From an optimization exercise on the open Yosys and OpenROAD flow, aimed at small area, a short achievable clock period and few clock cycles; shortcuts taken in it are not production practice.
RTL that was checked went through simulation tests only; none was proved equivalent to the original.
Power and IR drop assume default switching activity.

oak:
Design cpu_pl, start of the top module:
module cpu_pl(
    input clk,
    input rst,
    output [31:0] imem_addr,
    input [31:0] imem_rdata,
    output [31:0] dmem_addr,
    output [31:0] dmem_wdata,
    output [3:0] dmem_wstrb,
    input [31:0] dmem_rdata
);
reg [7:0] pc;
reg [7:0] ras;           
reg d_valid;
reg [31:0] d_inst;
reg [7:0] d_pc;
reg [7:0] d_alt;         
reg [31:1] d_sel1, d_sel2;   
reg e_we, e_ld, e_st, e_br, e_jalr;
reg e_shf;               
reg [4:0] e_rd;
reg [4:0] e_rs1;         
reg [2:0] e_mf3;         
reg [31:0] e_a, e_b;
reg [11:0] e_i;          
reg [2:0] e_f3;          
reg e_sub, e_arith, e_passb;
reg e_pred;
reg [7:0] e_alt;
reg w_we;
reg [4:0] w_rd;
reg [31:0] w_res;
reg [31:0] w_sdata;
reg [3:0] w_strb;
reg [31:0] m_addr;
wire [31:0] rf [1:31];
wire stall;              
wire d_stall;            
wire sh_more;            
wire redirect;
wire [7:0] redirect_pc;
wire [31:0] alu;
wire [31:0] ld;
wire [31:0] fi = imem_rdata;
wire f_jal = fi[6:2] == 5'b11011;
wire f_br = fi[6:2] == 5'b11000;
wire f_jalr = fi[6:2] == 5'b11001;
wire [7:0] f_tgt_j = pc + fi[29:22];
wire [7:0] f_tgt_b = pc + {fi[29:25], fi[11:9]};
wire [7:0] f_inc = pc + 8'd1;
wire [7:0] f_next = f_jal ? f_tgt_j : (f_br & fi[31]) ? f_tgt_b : f_jalr ? ras : f_inc;
wire [7:0] f_alt = f_br ? (fi[31] ? f_inc : f_tgt_b) : ras;
assign imem_addr = {18'b0, 2'b11, 2'b00, pc, 2'b00};
always @(posedge clk or posedge rst) begin
    if (rst) begin
        pc <= 8'd0;
        ras <= 8'd0;
        d_valid <= 1'b0;
    end else begin
        if (redirect) pc <= redirect_pc;
        else if (!stall) pc <= f_next;
        if (!stall && (f_jal | f_jalr) && fi[11:7] == 5'd1) ras <= f_inc;
        if (redirect) d_valid <= 1'b0;
        else if (!stall) d_valid <= 1'b1;
    end
end
always @(posedge clk) begin
    if (!stall) begin
        d_inst <= fi;
  ...
For scale: ~170 I/O pins, about 65000 um2 of cells after synthesis.
clock: 10.5 ns
lec_check: 0
cap_margin: 10
core_margin: 2
core_utilization: 40
cts_cluster_diameter: 125
cts_cluster_size: 24
gpl_timing_driven: 1
place_density: 0.5
slew_margin: 10
synth_hierarchical: 1
synth_minimum_keep_size: 0
standard.sh (not shown) runs the stock make flow with config.mk's settings and CLKGATE_MAP_FILE= SYNTH_SCRIPT=/design/flow/synth_recipe.tcl, a recipe that flattens the netlist after the stock synthesis.
==> flow/flow/run.sh <==
#!/bin/bash
# Layout flow: the standard flow (standard.sh), with the port buffers made
# of a fast buffer cell and timing repair aimed below the clock period.
set -euo pipefail
bash standard.sh synth > flow_synth.log 2>&1
bash standard.sh \
    "BUFFER_PORTS_ARGS=-buffer_cell sky130_fd_sc_hd__buf_4" \
    "SETUP_SLACK_MARGIN=7" \
    finish > flow_layout.log 2>&1
Testbench counts of oak, summed over its fixed seeds: cycles 442,009.
Modified inputs, pine compared to oak
diff --git a/flow/design.v b/flow/design.v
--- a/flow/design.v
+++ b/flow/design.v
@@ -184,18 +184,18 @@
          | ({32{sh_more}} & {27'b0, e_b[4:0] - 5'd3});
     e_i <= {d_inst[31:25], d_inst[11:7]};
     e_pred <= d_inst[31];
     e_alt <= d_alt;
 end
 wire [31:0] a = e_a;
 wire [31:0] b = e_b;
-wire [31:0] sum = a + (e_sub ? ~b : b) + {31'b0, e_sub};
-wire c_eq = a == b;
-wire c_ltu = a < b;
-wire c_lt = (a[31] ^ b[31]) ? a[31] : c_ltu;
+wire [31:0] sum;
+cpl_addsub addsub (.a(a), .b(b), .sub(e_sub), .s(sum));
+wire c_eq, c_lt, c_ltu;
+cpl_cmp cmp (.a(a), .b(b), .eq(c_eq), .lt(c_lt), .ltu(c_ltu));
 assign sh_more = e_shf && b[4:2] != 3'b000;
 wire [1:0] sh_n = b[1:0] | {2{sh_more}};
 wire left = ~e_f3[2];
 wire [31:0] sh_in;
 wire [31:0] sh_out;
 genvar gi;
 generate
@@ -268,7 +268,26 @@
 module cpl_add10(
     input [9:0] a,
     input [9:0] b,
     output [9:0] s
 );
 assign s = a + b;
 endmodule
+module cpl_addsub(
+    input [31:0] a,
+    input [31:0] b,
+    input sub,
+    output [31:0] s
+);
+assign s = a + (sub ? ~b : b) + {31'b0, sub};
+endmodule
+module cpl_cmp(
+    input [31:0] a,
+    input [31:0] b,
+    output eq,
+    output lt,
+    output ltu
+);
+assign eq = a == b;
+assign ltu = a < b;
+assign lt = (a[31] ^ b[31]) ? a[31] : ltu;
+endmodule
--- outcome ---
The via count of the first global-routing pass on pine is in line with that on oak.
Going from oak to pine, path length in cells of the critical path grows by 4.
[compare] base=oak new=pine: routed wire length went up by 1100 um; part of the total power dissipated in the clock network went down by 0.5 points.
Against oak, pine comes in 2.3% higher on design area.
pine against oak: fraction of area in registers decreased 1.1 points; total power increased 5.9%; filler-free cell count of the finished design increased about 1%; number of non-clock buffers increased 25%; combinational share of power increased 3.4 points.
pine has worst reg-to-reg path cell count above what oak had.
Function not checked in pine: the RTL went through the layout flow alone.

---

The RTL this note starts from:
==> flow/design.v <==
module cpu_pl(
    input clk,
    input rst,
    output [31:0] imem_addr,
    input [31:0] imem_rdata,
    output [31:0] dmem_addr,
    output [31:0] dmem_wdata,
    output [3:0] dmem_wstrb,
    input [31:0] dmem_rdata
);
reg [7:0] pc;
reg [7:0] ras;           
reg d_valid;
reg [31:0] d_inst;
reg [7:0] d_pc;
reg [7:0] d_alt;         
reg [31:1] d_sel1, d_sel2;   
reg e_we, e_ld, e_st, e_br, e_jalr;
reg e_shf;               
reg [4:0] e_rd;
reg [4:0] e_rs1;         
reg [2:0] e_mf3;         
reg [31:0] e_a, e_b;
reg [11:0] e_i;          
reg [2:0] e_f3;          
reg e_sub, e_arith, e_passb;
reg e_pred;
reg [7:0] e_alt;
reg w_we;
reg [4:0] w_rd;
reg [31:0] w_res;
reg [31:0] w_sdata;
reg [3:0] w_strb;
reg [31:0] m_addr;
wire [31:0] rf [1:31];
wire stall;              
wire d_stall;            
wire sh_more;            
wire redirect;
wire [7:0] redirect_pc;
wire [31:0] alu;
wire [31:0] ld;
wire [31:0] fi = imem_rdata;
wire f_jal = fi[6:2] == 5'b11011;
wire f_br = fi[6:2] == 5'b11000;
wire f_jalr = fi[6:2] == 5'b11001;
wire [7:0] f_tgt_j = pc + fi[29:22];
wire [7:0] f_tgt_b = pc + {fi[29:25], fi[11:9]};
wire [7:0] f_inc = pc + 8'd1;
wire [7:0] f_next = f_jal ? f_tgt_j : (f_br & fi[31]) ? f_tgt_b : f_jalr ? ras : f_inc;
wire [7:0] f_alt = f_br ? (fi[31] ? f_inc : f_tgt_b) : ras;
assign imem_addr = {18'b0, 2'b11, 2'b00, pc, 2'b00};
always @(posedge clk or posedge rst) begin
    if (rst) begin
        pc <= 8'd0;
        ras <= 8'd0;
        d_valid <= 1'b0;
    end else begin
        if (redirect) pc <= redirect_pc;
        else if (!stall) pc <= f_next;
        if (!stall && (f_jal | f_jalr) && fi[11:7] == 5'd1) ras <= f_inc;
        if (redirect) d_valid <= 1'b0;
        else if (!stall) d_valid <= 1'b1;
    end
end
always @(posedge clk) begin
    if (!stall) begin
        d_inst <= fi;
        d_pc <= pc;
        d_alt <= f_alt;
    end
end
wire [4:0] n_rs1 = stall ? d_inst[19:15] : fi[19:15];
wire [4:0] n_rs2 = stall ? d_inst[24:20] : fi[24:20];
genvar gr;
generate
    for (gr = 1; gr < 32; gr = gr + 1) begin : rsel
        always @(posedge clk) begin
            d_sel1[gr] <= n_rs1 == gr;
            d_sel2[gr] <= n_rs2 == gr;
        end
    end
endgenerate
wire [4:0] op = d_inst[6:2];
wire [2:0] f3 = d_inst[14:12];
wire [4:0] rs1 = d_inst[19:15];
wire [4:0] rs2 = d_inst[24:20];
wire [4:0] rd = d_inst[11:7];
wire i_lui = op == 5'b01101;
wire i_auipc = op == 5'b00101;
wire i_jal = op == 5'b11011;
wire i_jalr = op == 5'b11001;
wire i_br = op == 5'b11000;
wire i_ld = op == 5'b00000;
wire i_st = op == 5'b01000;
wire i_opi = op == 5'b00100;
wire i_op = op == 5'b01100;
wire uses1 = ~(i_lui | i_auipc | i_jal);
wire uses2 = i_op | i_br | i_st;
wire writes = (i_lui | i_auipc | i_jal | i_jalr | i_ld | i_opi | i_op) && rd != 5'd0;
reg [31:0] rf1, rf2;
integer ri;
always @(*) begin
    rf1 = 32'h0;
    rf2 = 32'h0;
    for (ri = 1; ri < 32; ri = ri + 1) begin
        rf1 = rf1 | (rf[ri] & {32{d_sel1[ri]}});
        rf2 = rf2 | (rf[ri] & {32{d_sel2[ri]}});
    end
end
wire [31:0] rv1 = (w_we && w_rd == rs1) ? w_res : rf1;
wire [31:0] rv2 = (w_we && w_rd == rs2) ? w_res : rf2;
reg rf_rst;
always @(posedge clk) rf_rst <= rst;
wire [31:0] rf_wd = rf_rst ? 32'h0 : w_res;
generate
    for (gr = 1; gr < 32; gr = gr + 1) begin : rfile
        reg [31:0] q;
        always @(posedge clk) begin
            if (rf_rst || (w_we && w_rd == gr)) begin
                if (gr == 2) q <= rf_rst ? 32'h00002ffc : w_res;
                else if (gr == 3) q <= rf_rst ? 32'h00001800 : w_res;
                else q <= rf_wd;
            end
        end
        assign rf[gr] = q;
    end
endgenerate
wire [9:0] d_agu = rv1[9:0] + d_inst[29:20];
wire ld_fwd = i_ld && f3 == 3'b010 && e_st && e_mf3 == 3'b010 && rs1 == e_rs1 && d_inst[31:20] == e_i;
assign d_stall = d_valid && (((i_ld | i_jalr) && e_we && e_rd == rs1) || (i_ld && e_st && !ld_fwd) || (i_jalr && e_st));
assign stall = d_stall | sh_more;
wire fwd1 = uses1 && e_we && e_rd == rs1;
wire fwd2 = uses2 && e_we && e_rd == rs2;
wire [8:0] d_inc = {1'b0, d_pc} + 9'd1;
wire [31:0] link = {18'b0, 2'b11, 1'b0, d_inc, 2'b00};
wire [31:0] pcfull = {18'b0, 2'b11, 2'b00, d_pc, 2'b00};
wire [31:0] imm_i = {{20{d_inst[31]}}, d_inst[31:20]};
wire [31:0] imm_u = {d_inst[31:12], 12'b0};
wire [31:0] a_id = i_auipc ? pcfull : rv1;
wire [31:0] b_id = ld_fwd ? e_b : (i_lui | i_auipc) ? imm_u : (i_jal | i_jalr) ? link : i_opi ? imm_i : rv2;
always @(posedge clk or posedge rst) begin
    if (rst) begin
        e_we <= 1'b0; e_ld <= 1'b0; e_st <= 1'b0; e_br <= 1'b0; e_jalr <= 1'b0; e_shf <= 1'b0;
    end else if (sh_more) begin
    end else if (redirect || d_stall || !d_valid) begin
        e_we <= 1'b0; e_ld <= 1'b0; e_st <= 1'b0; e_br <= 1'b0; e_jalr <= 1'b0; e_shf <= 1'b0;
    end else begin
        e_shf <= (i_opi | i_op) && f3[1:0] == 2'b01;
        e_we <= writes;
        e_ld <= i_ld && !ld_fwd;
        e_st <= i_st;
        e_br <= i_br;
        e_jalr <= i_jalr;
    end
end
always @(posedge clk or posedge rst) begin
    if (rst) begin
        e_rd <= 5'd0;
        e_f3 <= 3'b000;
        e_sub <= 1'b0;
        e_arith <= 1'b0;
        e_passb <= 1'b0;
    end else if (!sh_more) begin
        e_rd <= rd;
        e_f3 <= (i_opi | i_op | i_br) ? f3 : 3'b000;
        e_sub <= i_op && f3 == 3'b000 && d_inst[30];
        e_arith <= d_inst[30];
        e_passb <= i_lui | i_jal | i_jalr | ld_fwd;
    end
end
wire fa_ld = fwd1 & e_ld & ~sh_more;
wire fa_alu = (fwd1 & ~e_ld) | sh_more;
wire fa_id = ~fwd1 & ~sh_more;
wire fb_ld = fwd2 & e_ld & ~sh_more;
wire fb_alu = fwd2 & ~e_ld & ~sh_more;
wire fb_id = ~fwd2 & ~sh_more;
always @(posedge clk) begin
    e_rs1 <= rs1;
    e_mf3 <= f3;
    e_a <= ({32{fa_ld}} & ld) | ({32{fa_alu}} & alu) | ({32{fa_id}} & a_id);
    e_b <= ({32{fb_ld}} & ld) | ({32{fb_alu}} & alu) | ({32{fb_id}} & b_id)
         | ({32{sh_more}} & {27'b0, e_b[4:0] - 5'd3});
    e_i <= {d_inst[31:25], d_inst[11:7]};
    e_pred <= d_inst[31];
    e_alt <= d_alt;
end
wire [31:0] a = e_a;
wire [31:0] b = e_b;
wire [31:0] sum = a + (e_sub ? ~b : b) + {31'b0, e_sub};
wire c_eq = a == b;
wire c_ltu = a < b;
wire c_lt = (a[31] ^ b[31]) ? a[31] : c_ltu;
assign sh_more = e_shf && b[4:2] != 3'b000;
wire [1:0] sh_n = b[1:0] | {2{sh_more}};
wire left = ~e_f3[2];
wire [31:0] sh_in;
wire [31:0] sh_out;
genvar gi;
generate
    for (gi = 0; gi < 32; gi = gi + 1) begin : rev
        assign sh_in[gi] = left ? a[31 - gi] : a[gi];
    end
endgenerate
wire sh_fill = e_arith & a[31] & ~left;
wire [31:0] sh_1 = sh_n[0] ? {sh_fill, sh_in[31:1]} : sh_in;
wire [31:0] sh_r = sh_n[1] ? {{2{sh_fill}}, sh_1[31:2]} : sh_1;
generate
    for (gi = 0; gi < 32; gi = gi + 1) begin : rev2
        assign sh_out[gi] = left ? sh_r[31 - gi] : sh_r[gi];
    end
endgenerate
reg [31:0] alu_r;
always @(*) begin
    if (e_passb) alu_r = b;
    else case (e_f3)
        3'b000: alu_r = sum;
        3'b001: alu_r = sh_out;
        3'b010: alu_r = {31'b0, c_lt};
        3'b011: alu_r = {31'b0, c_ltu};
        3'b100: alu_r = a ^ b;
        3'b101: alu_r = sh_out;
        3'b110: alu_r = a | b;
        default: alu_r = a & b;
    endcase
end
assign alu = alu_r;
wire cond = (e_f3[2] ? (e_f3[1] ? c_ltu : c_lt) : c_eq) ^ e_f3[0];
wire br_mis = e_br && (cond != e_pred);
wire [9:0] e_agu = m_addr[9:0];
wire jalr_mis = e_jalr && (e_agu[9:2] != e_alt);
assign redirect = br_mis | jalr_mis;
assign redirect_pc = e_jalr ? e_agu[9:2] : e_alt;
wire [7:0] ld_b0 = e_agu[1] ? (e_agu[0] ? dmem_rdata[31:24] : dmem_rdata[23:16])
                            : (e_agu[0] ? dmem_rdata[15:8] : dmem_rdata[7:0]);
wire [7:0] ld_b1 = e_agu[1] ? dmem_rdata[31:24] : dmem_rdata[15:8];
wire ld_word = e_mf3[1];
wire ld_half = e_mf3[0];
wire ld_sign = ~e_mf3[2] & (ld_half ? ld_b1[7] : ld_b0[7]);
assign ld[7:0] = ld_b0;
assign ld[15:8] = ld_word ? dmem_rdata[15:8] : ld_half ? ld_b1 : {8{ld_sign}};
assign ld[31:16] = ld_word ? dmem_rdata[31:16] : {16{ld_sign}};
wire [31:0] ex_res = e_ld ? ld : alu;
wire [31:0] st_addr = a + {{20{e_i[11]}}, e_i};
wire [31:0] sdata = e_mf3[1] ? b : e_mf3[0] ? {2{b[15:0]}} : {4{b[7:0]}};
wire [3:0] strb = e_mf3[1] ? 4'b1111 : e_mf3[0] ? (st_addr[1] ? 4'b1100 : 4'b0011) : (4'b0001 << st_addr[1:0]);
always @(posedge clk or posedge rst) begin
    if (rst) begin
        w_we <= 1'b0;
        w_strb <= 4'b0;
    end else begin
        w_we <= e_we & ~sh_more;
        w_strb <= e_st ? strb : 4'b0;
    end
end
always @(posedge clk) begin
    w_rd <= e_rd;
    w_res <= ex_res;
    w_sdata <= sdata;
    m_addr[31:10] <= st_addr[31:10];
    m_addr[9:0] <= e_st ? st_addr[9:0] : d_agu;
end
assign dmem_addr = m_addr;
assign dmem_wdata = w_sdata;
assign dmem_wstrb = w_strb;
endmodule
export LEC_CHECK = 0
export CAP_MARGIN = 10
export CORE_MARGIN = 2
export CORE_UTILIZATION = 40
export CTS_CLUSTER_DIAMETER = 130
export CTS_CLUSTER_SIZE = 26
export GPL_TIMING_DRIVEN = 1
export PLACE_DENSITY = 0.5
export SLEW_MARGIN = 10
create_clock -name core_clock -period 10.5 [get_ports {clk}]
Scripts as last shown in full above: flow/flow/run.sh
Rerun with:
--- a/flow/design.v
+++ b/flow/design.v
@@ -17,5 +17,4 @@
 reg [31:1] d_sel1, d_sel2;   
 reg e_we, e_ld, e_st, e_br, e_jalr;
-reg e_shf;               
 reg [4:0] e_rd;
 reg [4:0] e_rs1;         
@@ -35,6 +34,4 @@
 wire [31:0] rf [1:31];
 wire stall;              
-wire d_stall;            
-wire sh_more;            
 wire redirect;
 wire [7:0] redirect_pc;
@@ -129,6 +126,5 @@
 wire [9:0] d_agu = rv1[9:0] + d_inst[29:20];
 wire ld_fwd = i_ld && f3 == 3'b010 && e_st && e_mf3 == 3'b010 && rs1 == e_rs1 && d_inst[31:20] == e_i;
-assign d_stall = d_valid && (((i_ld | i_jalr) && e_we && e_rd == rs1) || (i_ld && e_st && !ld_fwd) || (i_jalr && e_st));
-assign stall = d_stall | sh_more;
+assign stall = d_valid && (((i_ld | i_jalr) && e_we && e_rd == rs1) || (i_ld && e_st && !ld_fwd) || (i_jalr && e_st));
 wire fwd1 = uses1 && e_we && e_rd == rs1;
 wire fwd2 = uses2 && e_we && e_rd == rs2;
@@ -142,10 +138,8 @@
 always @(posedge clk or posedge rst) begin
     if (rst) begin
-        e_we <= 1'b0; e_ld <= 1'b0; e_st <= 1'b0; e_br <= 1'b0; e_jalr <= 1'b0; e_shf <= 1'b0;
-    end else if (sh_more) begin
-    end else if (redirect || d_stall || !d_valid) begin
-        e_we <= 1'b0; e_ld <= 1'b0; e_st <= 1'b0; e_br <= 1'b0; e_jalr <= 1'b0; e_shf <= 1'b0;
+        e_we <= 1'b0; e_ld <= 1'b0; e_st <= 1'b0; e_br <= 1'b0; e_jalr <= 1'b0;
+    end else if (redirect || stall || !d_valid) begin
+        e_we <= 1'b0; e_ld <= 1'b0; e_st <= 1'b0; e_br <= 1'b0; e_jalr <= 1'b0;
     end else begin
-        e_shf <= (i_opi | i_op) && f3[1:0] == 2'b01;
         e_we <= writes;
         e_ld <= i_ld && !ld_fwd;
@@ -155,32 +149,19 @@
     end
 end
-always @(posedge clk or posedge rst) begin
-    if (rst) begin
-        e_rd <= 5'd0;
-        e_f3 <= 3'b000;
-        e_sub <= 1'b0;
-        e_arith <= 1'b0;
-        e_passb <= 1'b0;
-    end else if (!sh_more) begin
-        e_rd <= rd;
-        e_f3 <= (i_opi | i_op | i_br) ? f3 : 3'b000;
-        e_sub <= i_op && f3 == 3'b000 && d_inst[30];
-        e_arith <= d_inst[30];
-        e_passb <= i_lui | i_jal | i_jalr | ld_fwd;
-    end
-end
-wire fa_ld = fwd1 & e_ld & ~sh_more;
-wire fa_alu = (fwd1 & ~e_ld) | sh_more;
-wire fa_id = ~fwd1 & ~sh_more;
-wire fb_ld = fwd2 & e_ld & ~sh_more;
-wire fb_alu = fwd2 & ~e_ld & ~sh_more;
-wire fb_id = ~fwd2 & ~sh_more;
+wire fa_ld = fwd1 & e_ld;
+wire fa_alu = fwd1 & ~e_ld;
+wire fb_ld = fwd2 & e_ld;
+wire fb_alu = fwd2 & ~e_ld;
 always @(posedge clk) begin
+    e_rd <= rd;
     e_rs1 <= rs1;
     e_mf3 <= f3;
-    e_a <= ({32{fa_ld}} & ld) | ({32{fa_alu}} & alu) | ({32{fa_id}} & a_id);
-    e_b <= ({32{fb_ld}} & ld) | ({32{fb_alu}} & alu) | ({32{fb_id}} & b_id)
-         | ({32{sh_more}} & {27'b0, e_b[4:0] - 5'd3});
+    e_a <= ({32{fa_ld}} & ld) | ({32{fa_alu}} & alu) | ({32{~fwd1}} & a_id);
+    e_b <= ({32{fb_ld}} & ld) | ({32{fb_alu}} & alu) | ({32{~fwd2}} & b_id);
     e_i <= {d_inst[31:25], d_inst[11:7]};
+    e_f3 <= (i_opi | i_op | i_br) ? f3 : 3'b000;
+    e_sub <= i_op && f3 == 3'b000 && d_inst[30];
+    e_arith <= d_inst[30];
+    e_passb <= i_lui | i_jal | i_jalr | ld_fwd;
     e_pred <= d_inst[31];
     e_alt <= d_alt;
@@ -192,6 +173,4 @@
 wire c_ltu = a < b;
 wire c_lt = (a[31] ^ b[31]) ? a[31] : c_ltu;
-assign sh_more = e_shf && b[4:2] != 3'b000;
-wire [1:0] sh_n = b[1:0] | {2{sh_more}};
 wire left = ~e_f3[2];
 wire [31:0] sh_in;
@@ -203,7 +182,6 @@
     end
 endgenerate
-wire sh_fill = e_arith & a[31] & ~left;
-wire [31:0] sh_1 = sh_n[0] ? {sh_fill, sh_in[31:1]} : sh_in;
-wire [31:0] sh_r = sh_n[1] ? {{2{sh_fill}}, sh_1[31:2]} : sh_1;
+wire [63:0] sh_wide = {{32{e_arith & a[31] & ~left}}, sh_in} >> b[4:0];
+wire [31:0] sh_r = sh_wide[31:0];
 generate
     for (gi = 0; gi < 32; gi = gi + 1) begin : rev2
@@ -250,5 +228,5 @@
         w_strb <= 4'b0;
     end else begin
-        w_we <= e_we & ~sh_more;
+        w_we <= e_we;
         w_strb <= e_st ? strb : 4'b0;
     end
What happened: Setup slack is better by 8.9 ps. Worst hold slack is better by 4.7 ps. Critical path depth is higher by 2. Non-clock buffer count is higher by 26. Sequential power is lower by a few percent. Clock power hardly moves. Power is lower by about a fifth. Utilization is higher by 0.33 points. Synthesized area is higher slightly.
No functional check of the RTL was part of any run of this note.

## static timing again, ports no longer ideal
No port has a modelled driver above. Below, the same layouts with a new extraction and two added sets of constraints.
Step 1, drivers: a clkbuf_16 drives clk and a buf_2 each remaining input, both assumed.
Step 2 adds t to the input delays and takes it off the output delays; t is the mean of the earliest and latest rising clock arrival at the registers after step 1. Input paths then give back, and output paths get back, about the clock's delay inside the block.
a / b / c = ideal / step 1 / step 2; a / b = the first two.
run | t (ns) | slack for setup (ns) | worst data-port slew with drivers (ns) | pins driven straight from the clock port
oak | 0.803 | 6.811 / 6.811 / 6.309 | 0.09 | 1
pine | 0.796 | 6.593 / 6.593 / 6.002 | 0.05 | 1
the first run of note 2 | 0.842 | 6.835 / 6.835 / 6.081 | 0.06 | 1
the second run of note 2 | 0.847 | 6.844 / 6.844 / 6.171 | 0.07 | 1
After both steps every run listed still meets setup and hold. For the first run of note 2, which loses most, drivers alone change the setup slack by 0.000 ns; drivers and shift together by -0.754 ns.
